Background: an optimization exercise with open tools, aiming at small area and a short achievable clock period. Do not read the settings as production practice.

lagoon:
## g_poker_core
module g_poker_core (
	clock,
	reset_c,
	bet_c,
	betup_c,
	betdw_c,
	start_c,
	hold_c0,
	hold_c1,
	hold_c2,
	hold_c3,
	hold_c4,
	draw_c,
	double_c,
	high_c,
	low_c,
	suit_c,
	hand_c,
	select,
	hold_o0,
	hold_o1,
	hold_o2,
	hold_o3,
	hold_o4,
	Pnum0,
	Pnum1,
	Pnum2,
	Pnum3,
	Pnum4,
	suit0,
	suit1,
	suit2,
	suit3,
	suit4,
	nnum0,
	nnum1,
	nnum2,
	nnum3,
	nnum4,
	nsuit0,
	nsuit1,
	nsuit2,
	nsuit3,
	nsuit4,
	hand_r,
	Dnum0,
	Dnum1,
	highlow,
	highlow_ro,
	wager_b,
	mih_b
);
input wire clock;
input wire reset_c;
input wire bet_c;
input wire betup_c;
input wire betdw_c;
input wire start_c;
input wire hold_c0;
input wire hold_c1;
input wire hold_c2;
input wire hold_c3;
input wire hold_c4;
input wire draw_c;
input wire double_c;
input wire high_c;
input wire low_c;
input wire suit_c;
input wire hand_c;
output wire [3:0] select;
output wire  hold_o0;
output wire  hold_o1;
output wire  hold_o2;
output wire  hold_o3;
output wire  hold_o4;
output wire [3:0] Pnum0;
output wire [3:0] Pnum1;
output wire [3:0] Pnum2;
output wire [3:0] Pnum3;
output wire [3:0] Pnum4;
output wire [2:0] suit0;
output wire [2:0] suit1;
output wire [2:0] suit2;
output wire [2:0] suit3;
output wire [2:0] suit4;
output wire [3:0] nnum0;
output wire [3:0] nnum1;
output wire [3:0] nnum2;
output wire [3:0] nnum3;
output wire [3:0] nnum4;
output wire [2:0] nsuit0;
output wire [2:0] nsuit1;
  ...
Size: ~270 flip-flops, about 140 I/O pins, roughly 30000 µm² of cells after synthesis.
==> flow/config.mk <==
export PLATFORM = sky130hd
export DESIGN_NAME = g_poker_core
export DESIGN_NICKNAME = g_poker_core
export VERILOG_FILES = /design/flow/design.v
export SDC_FILE = /design/flow/constraint.sdc
export NUM_CORES = 8
export LEC_CHECK = 0
export CAP_MARGIN = 20
export CORE_MARGIN = 2
export CORE_UTILIZATION = 50
export SLEW_MARGIN = 20
==> flow/constraint.sdc <==
create_clock -name core_clock -period 14.0 [get_ports {clock}]
set_input_delay 2.8000 -clock core_clock [delete_from_list [all_inputs] [get_ports {clock}]]
set_output_delay 2.8000 -clock core_clock [all_outputs]
set_load 0.01 [all_outputs]
run.sh (not shown) runs the stock make flow with config.mk's settings and CLKGATE_MAP_FILE= SYNTH_SCRIPT=/design/flow/synth_recipe.tcl, a recipe that flattens the netlist after the stock synthesis.
[inputs] willow vs lagoon
# lagoon
export LEC_CHECK = 0
export CAP_MARGIN = 20
export CORE_MARGIN = 2
export CORE_UTILIZATION = 50
export SLEW_MARGIN = 20
create_clock -name core_clock -period 14.0 [get_ports {clock}]
# willow
export LEC_CHECK = 0
export ABC_AREA = 1
export CAP_MARGIN = 20
export CORE_MARGIN = 2
export CORE_UTILIZATION = 50
export SLEW_MARGIN = 20
create_clock -name core_clock -period 14.0 [get_ports {clock}]
Findings:
- willow ended up with a higher area growth from synthesis to layout than lagoon did.
- Changes observed in willow relative to lagoon: complex-gate fraction of the synthesized area fell by 9.1 points, count of clock buffers in the final design down 3.
Function was not checked in any run of this note: the RTL went through the layout flow alone.

========
nickel:
g_poker_core, a different RTL version from the one above (not shown whole).
Size in the first run: about 3500 cells after synthesis.
## g_poker_core
module g_poker_core (
	clock,
	reset_c,
	bet_c,
	betup_c,
	betdw_c,
	start_c,
	hold_c0,
	hold_c1,
	hold_c2,
	hold_c3,
	hold_c4,
	draw_c,
	double_c,
	high_c,
	low_c,
	suit_c,
	hand_c,
	select,
	hold_o0,
	hold_o1,
	hold_o2,
	hold_o3,
	hold_o4,
	Pnum0,
	Pnum1,
	Pnum2,
	Pnum3,
	Pnum4,
	suit0,
	suit1,
	suit2,
	suit3,
	suit4,
	nnum0,
	nnum1,
	nnum2,
	nnum3,
	nnum4,
	nsuit0,
	nsuit1,
	nsuit2,
	nsuit3,
	nsuit4,
	hand_r,
	Dnum0,
	Dnum1,
	highlow,
	highlow_ro,
	wager_b,
	mih_b
);
==> flow/config.mk <==
export PLATFORM = sky130hd
export DESIGN_NAME = g_poker_core
export DESIGN_NICKNAME = g_poker_core
export VERILOG_FILES = /design/flow/design.v
export SDC_FILE = /design/flow/constraint.sdc
export NUM_CORES = 8
export LEC_CHECK = 0
export ABC_AREA = 1
export CAP_MARGIN = 20
export CORE_MARGIN = 2
export CORE_UTILIZATION = 50
export SLEW_MARGIN = 20
==> flow/constraint.sdc <==
create_clock -name core_clock -period 14.0 [get_ports {clock}]
set_input_delay 2.8000 -clock core_clock [delete_from_list [all_inputs] [get_ports {clock}]]
set_output_delay 2.8000 -clock core_clock [all_outputs]
set_load 0.01 [all_outputs]
## Diff of input files: quartz against nickel
- ABC_CLOCK_PERIOD_IN_PS newly set to 4000
- ABC_AREA changed from 1 to 0
The higher post-synthesis xor/xnor area fraction of quartz and nickel is in quartz. [compare] base=nickel new=quartz: fraction of the mapped netlist area in compound gates now larger, global-route usage now smaller.
Function was not checked in any run of this note: the RTL went through the layout flow alone.

## separate check: timing with driven ports
The results above use ideal ports. As a check the final layouts listed here were re-extracted and re-timed, cells and wires unchanged.
Step 1 sets driving cells, clkbuf_16 on the clock port and buf_2 on the other inputs (assumed; they add their load-dependent delay and slew).
Step 2 times the ports against the registers' clock, not the clock port: input delays grow and output delays shrink by t, the midpoint of the rising clock arrivals with the driver on.
Three values: no drivers, after step 1, after step 2; two values: the first two.
run | t, ns | setup WS [ns] | worst hold slack (ns) | cell pins on the clock port's net
lagoon | 0.622 | 1.914 / 1.914 / 1.914 | 0.476 / 0.476 / 0.476 | 1
willow | 0.625 | 3.091 / 3.091 / 3.091 | 0.486 / 0.486 / 0.486 | 1
nickel | 0.613 | 7.640 / 7.640 / 7.640 | 0.483 / 0.483 / 0.483 | 1
quartz | 0.629 | 6.118 / 6.118 / 6.118 | 0.481 / 0.481 / 0.481 | 1
After both steps setup and hold are still met in every run listed.
